Source: an optimization exercise on an open RTL-to-GDS flow (aim: small area and a short achievable clock period). Production flows keep margins and buffers that such runs may drop. At most, simulation tests tie the RTL to the original design; equivalence was not proved.

the previous run:
==> module calc, before the edit <==
module calc(out, decimal, CLK, RST, CE, plus, sub, multi, equal);
output [14:0] out;
input  [9:0]  decimal;
input  CLK, RST, CE, plus, sub, multi, equal;
reg [14:0] B, R;
reg [2:0]  cnt;
reg [1:0]  ope;    
reg        P;      
reg [14:2] Xr;                      
reg fy1, fy2, fyn;                  
reg [3:0] ff;                       
wire [3:0] d = decimal[9] ? 4'd9 : decimal[8] ? 4'd8 : decimal[7] ? 4'd7 :
               decimal[6] ? 4'd6 : decimal[5] ? 4'd5 : decimal[4] ? 4'd4 :
               decimal[3] ? 4'd3 : decimal[2] ? 4'd2 : decimal[1] ? 4'd1 : 4'd0;
wire digit = (decimal != 10'd0) && (cnt != 3'd7);
wire o_non = (ope == 2'b00), o_add = (ope == 2'b10), o_sub = (ope == 2'b11), o_mul = (ope == 2'b01);
wire o_as  = ope[1];
wire bx4 = (d == 4'd3) | (d == 4'd4) | (d == 4'd5);
wire bx8 = (d >= 4'd6);
wire by1 = (d == 4'd1) | (d == 4'd3) | (d == 4'd5) | (d == 4'd7) | (d == 4'd9);
wire by2 = (d == 4'd2) | (d == 4'd6);
wire byn = (d == 4'd3) | (d == 4'd6) | (d == 4'd7);
wire [3:0] f = o_mul ? 4'd0 : o_sub ? 4'd9 - d : d;
always @(posedge CLK) begin
    Xr  <= {((o_as | (o_mul & bx8)) ? B[11:0] : 12'd0) ^ {12{o_as}} |
            ((o_mul & bx4) ? B[12:1] : 12'd0),
            (o_mul & bx4 & B[0]) | f[2] | f[3]};
    fy1 <= o_as | (o_mul & by1);
    fy2 <= o_mul & by2;
    fyn <= o_as | (o_mul & byn);
    ff  <= {f[3], 1'b0, f[1] | f[3], f[0]};
end
wire fk  = o_add;                   
wire fci = o_add | (o_mul & fyn);   
wire [14:0] W = {R[11:0], fk, fk, fk};
wire [14:0] V = {R[13:0], fk};
wire [14:0] X = {Xr, ff[1], ff[0]};
wire [14:0] Y = ((fy1 ? B : 15'd0) | (fy2 ? {B[13:0], 1'b0} : 15'd0)) ^ {15{fyn}};
wire [14:0] s1 = W ^ V ^ X;
wire [14:0] c1 = {(W[13:0] & V[13:0]) | (W[13:0] & X[13:0]) | (V[13:0] & X[13:0]), ff[3]};
wire [14:0] s2 = s1 ^ c1 ^ Y;
wire [14:0] c2 = {(s1[13:0] & c1[13:0]) | (s1[13:0] & Y[13:0]) | (c1[13:0] & Y[13:0]), ff[3]};
wire [14:0] S = s2 + c2 + {14'd0, fci};
wire [14:0] Reff = P ? S : R;
always @(posedge CLK or negedge RST)
    if (!RST) begin
        B <= 0; R <= 0; cnt <= 0; ope <= 0; P <= 0;
    end else begin
        P <= digit;
        if (digit) begin
            R <= Reff;
            cnt <= cnt + 3'd1;
        end else if (plus | sub | multi) begin
            B <= Reff;
            ope <= plus ? 2'b10 : sub ? 2'b11 : 2'b01;
            R <= (plus | sub) ? Reff : 15'd0;
            cnt <= 0;
        end else if (equal) begin
            if (!o_non) B <= Reff;
            ope <= 0;
            R <= 0;
            cnt <= 0;
        end else if (CE) begin
            R <= o_as ? B : 15'd0;
            cnt <= 0;
        end else
            R <= Reff;
    end
assign out = B;
endmodule
Settings: LEC_CHECK=0, CAP_MARGIN=20, CORE_MARGIN=2, CORE_UTILIZATION=55, SETUP_SLACK_MARGIN=3.9, SLEW_MARGIN=20; clock period 7.5 ns.
standard.sh (not shown) runs the stock make flow with config.mk's settings and CLKGATE_MAP_FILE= SYNTH_SCRIPT=/design/flow/synth_recipe.tcl, a recipe that flattens the netlist after the stock synthesis.
==> flow/flow/run.sh <==
#!/bin/bash
# Standard layout, but with plain buf_2 cells as the port buffers.
set -euo pipefail
bash standard.sh "BUFFER_PORTS_ARGS=-buffer_cell sky130_fd_sc_hd__buf_2" finish > orfs_flow.log 2>&1
[inputs] the current run vs the previous run
--- a/flow/design.v
+++ b/flow/design.v
@@ -8,6 +8,8 @@
 reg        P;      
 reg [14:2] Xr;                      
 reg fy1, fy2, fyn;                  
+reg fk;                             
+reg fci;                            
 reg [3:0] ff;                       
 wire [3:0] d = decimal[9] ? 4'd9 : decimal[8] ? 4'd8 : decimal[7] ? 4'd7 :
                decimal[6] ? 4'd6 : decimal[5] ? 4'd5 : decimal[4] ? 4'd4 :
@@ -29,9 +31,9 @@
     fy2 <= o_mul & by2;
     fyn <= o_as | (o_mul & byn);
     ff  <= {f[3], 1'b0, f[1] | f[3], f[0]};
+    fk  <= o_add;
+    fci <= o_add | (o_mul & byn);
 end
-wire fk  = o_add;                   
-wire fci = o_add | (o_mul & fyn);   
 wire [14:0] W = {R[11:0], fk, fk, fk};
 wire [14:0] V = {R[13:0], fk};
 wire [14:0] X = {Xr, ff[1], ff[0]};
Notes after the runs:
- The current run vs. the previous run: met3 usage went up by 0.55 points.
- The number of sinks driven by the clock tree of the current run exceeds that of the previous run by about 3.6%.
- In the current run, the clock-buffer cell count came out 6 above the value in the previous run.
- The current run vs. the previous run: fraction of the core area covered by cells at the end of the flow now larger, routed wire length went up by 5.1%, worst hold slack lower, signed area change from the synthesized netlist to the final layout higher, clock transition time at the flip-flop clock pins of the worst setup and hold paths fell 40 ps.
- Summary: with the previous run as the reference, count of buffers not belonging to the clock network in the layout in the current run moved up by a little under 10%.
- The previous run → the current run: basic-gate share of the synthesized area counting and, or, nand and nor cells climbed 1.5 points; post-layout worst setup margin now smaller.
- The current run: clock buffer and inverter area fraction after layout is 2.6 points higher than what the previous run reported.
No functional check of the RTL was part of the current run.

---

The RTL this note starts from:
==> flow/design.v <==
module calc(out, decimal, CLK, RST, CE, plus, sub, multi, equal);
output [14:0] out;
input  [9:0]  decimal;
input  CLK, RST, CE, plus, sub, multi, equal;
reg [14:0] B, R;
reg [2:0]  cnt;
reg [1:0]  ope;    
reg        P;      
reg [14:2] Xr;                      
reg fy1, fy2, fyn;                  
reg [3:0] ff;                       
wire [3:0] d = decimal[9] ? 4'd9 : decimal[8] ? 4'd8 : decimal[7] ? 4'd7 :
               decimal[6] ? 4'd6 : decimal[5] ? 4'd5 : decimal[4] ? 4'd4 :
               decimal[3] ? 4'd3 : decimal[2] ? 4'd2 : decimal[1] ? 4'd1 : 4'd0;
wire digit = (decimal != 10'd0) && (cnt != 3'd7);
wire o_non = (ope == 2'b00), o_add = (ope == 2'b10), o_sub = (ope == 2'b11), o_mul = (ope == 2'b01);
wire o_as  = ope[1];
wire bx4 = (d == 4'd3) | (d == 4'd4) | (d == 4'd5);
wire bx8 = (d >= 4'd6);
wire by1 = (d == 4'd1) | (d == 4'd3) | (d == 4'd5) | (d == 4'd7) | (d == 4'd9);
wire by2 = (d == 4'd2) | (d == 4'd6);
wire byn = (d == 4'd3) | (d == 4'd6) | (d == 4'd7);
wire [3:0] f = o_mul ? 4'd0 : o_sub ? 4'd9 - d : d;
always @(posedge CLK) begin
    Xr  <= {((o_as | (o_mul & bx8)) ? B[11:0] : 12'd0) ^ {12{o_as}} |
            ((o_mul & bx4) ? B[12:1] : 12'd0),
            (o_mul & bx4 & B[0]) | f[2] | f[3]};
    fy1 <= o_as | (o_mul & by1);
    fy2 <= o_mul & by2;
    fyn <= o_as | (o_mul & byn);
    ff  <= {f[3], 1'b0, f[1] | f[3], f[0]};
end
wire fk  = o_add;                   
wire fci = o_add | (o_mul & fyn);   
wire [14:0] W = {R[11:0], fk, fk, fk};
wire [14:0] V = {R[13:0], fk};
wire [14:0] X = {Xr, ff[1], ff[0]};
wire [14:0] Y = ((fy1 ? B : 15'd0) | (fy2 ? {B[13:0], 1'b0} : 15'd0)) ^ {15{fyn}};
wire [14:0] s1 = W ^ V ^ X;
wire [14:0] c1 = {(W[13:0] & V[13:0]) | (W[13:0] & X[13:0]) | (V[13:0] & X[13:0]), ff[3]};
wire [14:0] s2 = s1 ^ c1 ^ Y;
wire [14:0] c2 = {(s1[13:0] & c1[13:0]) | (s1[13:0] & Y[13:0]) | (c1[13:0] & Y[13:0]), ff[3]};
wire [14:0] S = s2 + c2 + {14'd0, fci};
wire [14:0] Reff;
mux15 u_reff (.s(P), .a(S), .b(R), .y(Reff));
always @(posedge CLK or negedge RST)
    if (!RST) begin
        B <= 0; R <= 0; cnt <= 0; ope <= 0; P <= 0;
    end else begin
        P <= digit;
        if (digit) begin
            R <= Reff;
            cnt <= cnt + 3'd1;
        end else if (plus | sub | multi) begin
            B <= Reff;
            ope <= plus ? 2'b10 : sub ? 2'b11 : 2'b01;
            R <= (plus | sub) ? Reff : 15'd0;
            cnt <= 0;
        end else if (equal) begin
            if (!o_non) B <= Reff;
            ope <= 0;
            R <= 0;
            cnt <= 0;
        end else if (CE) begin
            R <= o_as ? B : 15'd0;
            cnt <= 0;
        end else
            R <= Reff;
    end
assign out = B;
endmodule
module mux15(s, a, b, y);
input s;
input [14:0] a, b;
output [14:0] y;
assign y = s ? a : b;
endmodule
export LEC_CHECK = 0
export CAP_MARGIN = 20
export CORE_MARGIN = 2
export CORE_UTILIZATION = 55
export SETUP_SLACK_MARGIN = 3.9
export SLEW_MARGIN = 20
export SYNTH_HIERARCHICAL = 1
export SYNTH_MINIMUM_KEEP_SIZE = 0
create_clock -name core_clock -period 7.5 [get_ports {CLK}]
Scripts as last shown in full above: flow/flow/run.sh
Rerun with:
--- a/flow/design.v
+++ b/flow/design.v
@@ -35,15 +35,11 @@
 wire [14:0] W = {R[11:0], fk, fk, fk};
 wire [14:0] V = {R[13:0], fk};
 wire [14:0] X = {Xr, ff[1], ff[0]};
 wire [14:0] Y = ((fy1 ? B : 15'd0) | (fy2 ? {B[13:0], 1'b0} : 15'd0)) ^ {15{fyn}};
-wire [14:0] s1 = W ^ V ^ X;
-wire [14:0] c1 = {(W[13:0] & V[13:0]) | (W[13:0] & X[13:0]) | (V[13:0] & X[13:0]), ff[3]};
-wire [14:0] s2 = s1 ^ c1 ^ Y;
-wire [14:0] c2 = {(s1[13:0] & c1[13:0]) | (s1[13:0] & Y[13:0]) | (c1[13:0] & Y[13:0]), ff[3]};
-wire [14:0] S = s2 + c2 + {14'd0, fci};
-wire [14:0] Reff;
-mux15 u_reff (.s(P), .a(S), .b(R), .y(Reff));
+wire [14:0] S;
+sum10 u_sum (.W(W), .V(V), .X(X), .Y(Y), .k3(ff[3]), .ci(fci), .S(S));
+wire [14:0] Reff = P ? S : R;
 always @(posedge CLK or negedge RST)
     if (!RST) begin
         B <= 0; R <= 0; cnt <= 0; ope <= 0; P <= 0;
     end else begin
@@ -68,10 +64,14 @@
             R <= Reff;
     end
 assign out = B;
 endmodule
-module mux15(s, a, b, y);
-input s;
-input [14:0] a, b;
-output [14:0] y;
-assign y = s ? a : b;
+module sum10(W, V, X, Y, k3, ci, S);
+input  [14:0] W, V, X, Y;
+input  k3, ci;
+output [14:0] S;
+wire [14:0] s1 = W ^ V ^ X;
+wire [14:0] c1 = {(W[13:0] & V[13:0]) | (W[13:0] & X[13:0]) | (V[13:0] & X[13:0]), k3};
+wire [14:0] s2 = s1 ^ c1 ^ Y;
+wire [14:0] c2 = {(s1[13:0] & c1[13:0]) | (s1[13:0] & Y[13:0]) | (c1[13:0] & Y[13:0]), k3};
+assign S = s2 + c2 + {14'd0, ci};
 endmodule
What happened: The new run completed without violations; setup slack gets worse by 90 ps; clock skew is higher by 12 ps; final area is higher by 1.5%; utilization is lower by 5.6 points; via count is higher by 13%; non-clock buffer count is lower by 13; maximum frequency is lower by 2.5%; die area is higher by 7.3%; wire length is higher by 7.6%; critical path depth is higher by 1; global-route usage is higher by 0.14 points.
Function was not checked in any run of this note: the RTL went through the layout flow alone.

==> re-timing with driven ports <==
Ports are ideal in the flow. The routed layouts listed here were re-timed in OpenROAD. Step 1: set_driving_cell puts a clkbuf_16 on CLK and a buf_2 on each other input, an assumption about the parent block. Step 2, shift: input delay + t, output delay - t, t = (earliest + latest rising clock arrival at the registers) / 2. This alone moves slack from input paths to output paths. Three values: no drivers, after step 1, after step 2; two values: the first two.
run | t (ns) | slack for setup (ns) | worst setup path at the end | worst data-port slew with drivers (ns)
the previous run | 0.340 | 4.069 / 4.069 / 3.768 | input to register | 0.03
the current run | 0.355 | 4.032 / 4.032 / 3.755 | input to register | 0.03
the first run of note 2 | 0.334 | 4.007 / 4.007 / 3.853 | input to register | 0.03
the second run of note 2 | 0.333 | 3.916 / 3.916 / 3.916 | register to register | 0.03
After both steps setup and hold are still met in every run listed. For the previous run, which loses most, drivers alone change the setup slack by 0.000 ns; drivers and shift together by -0.301 ns.
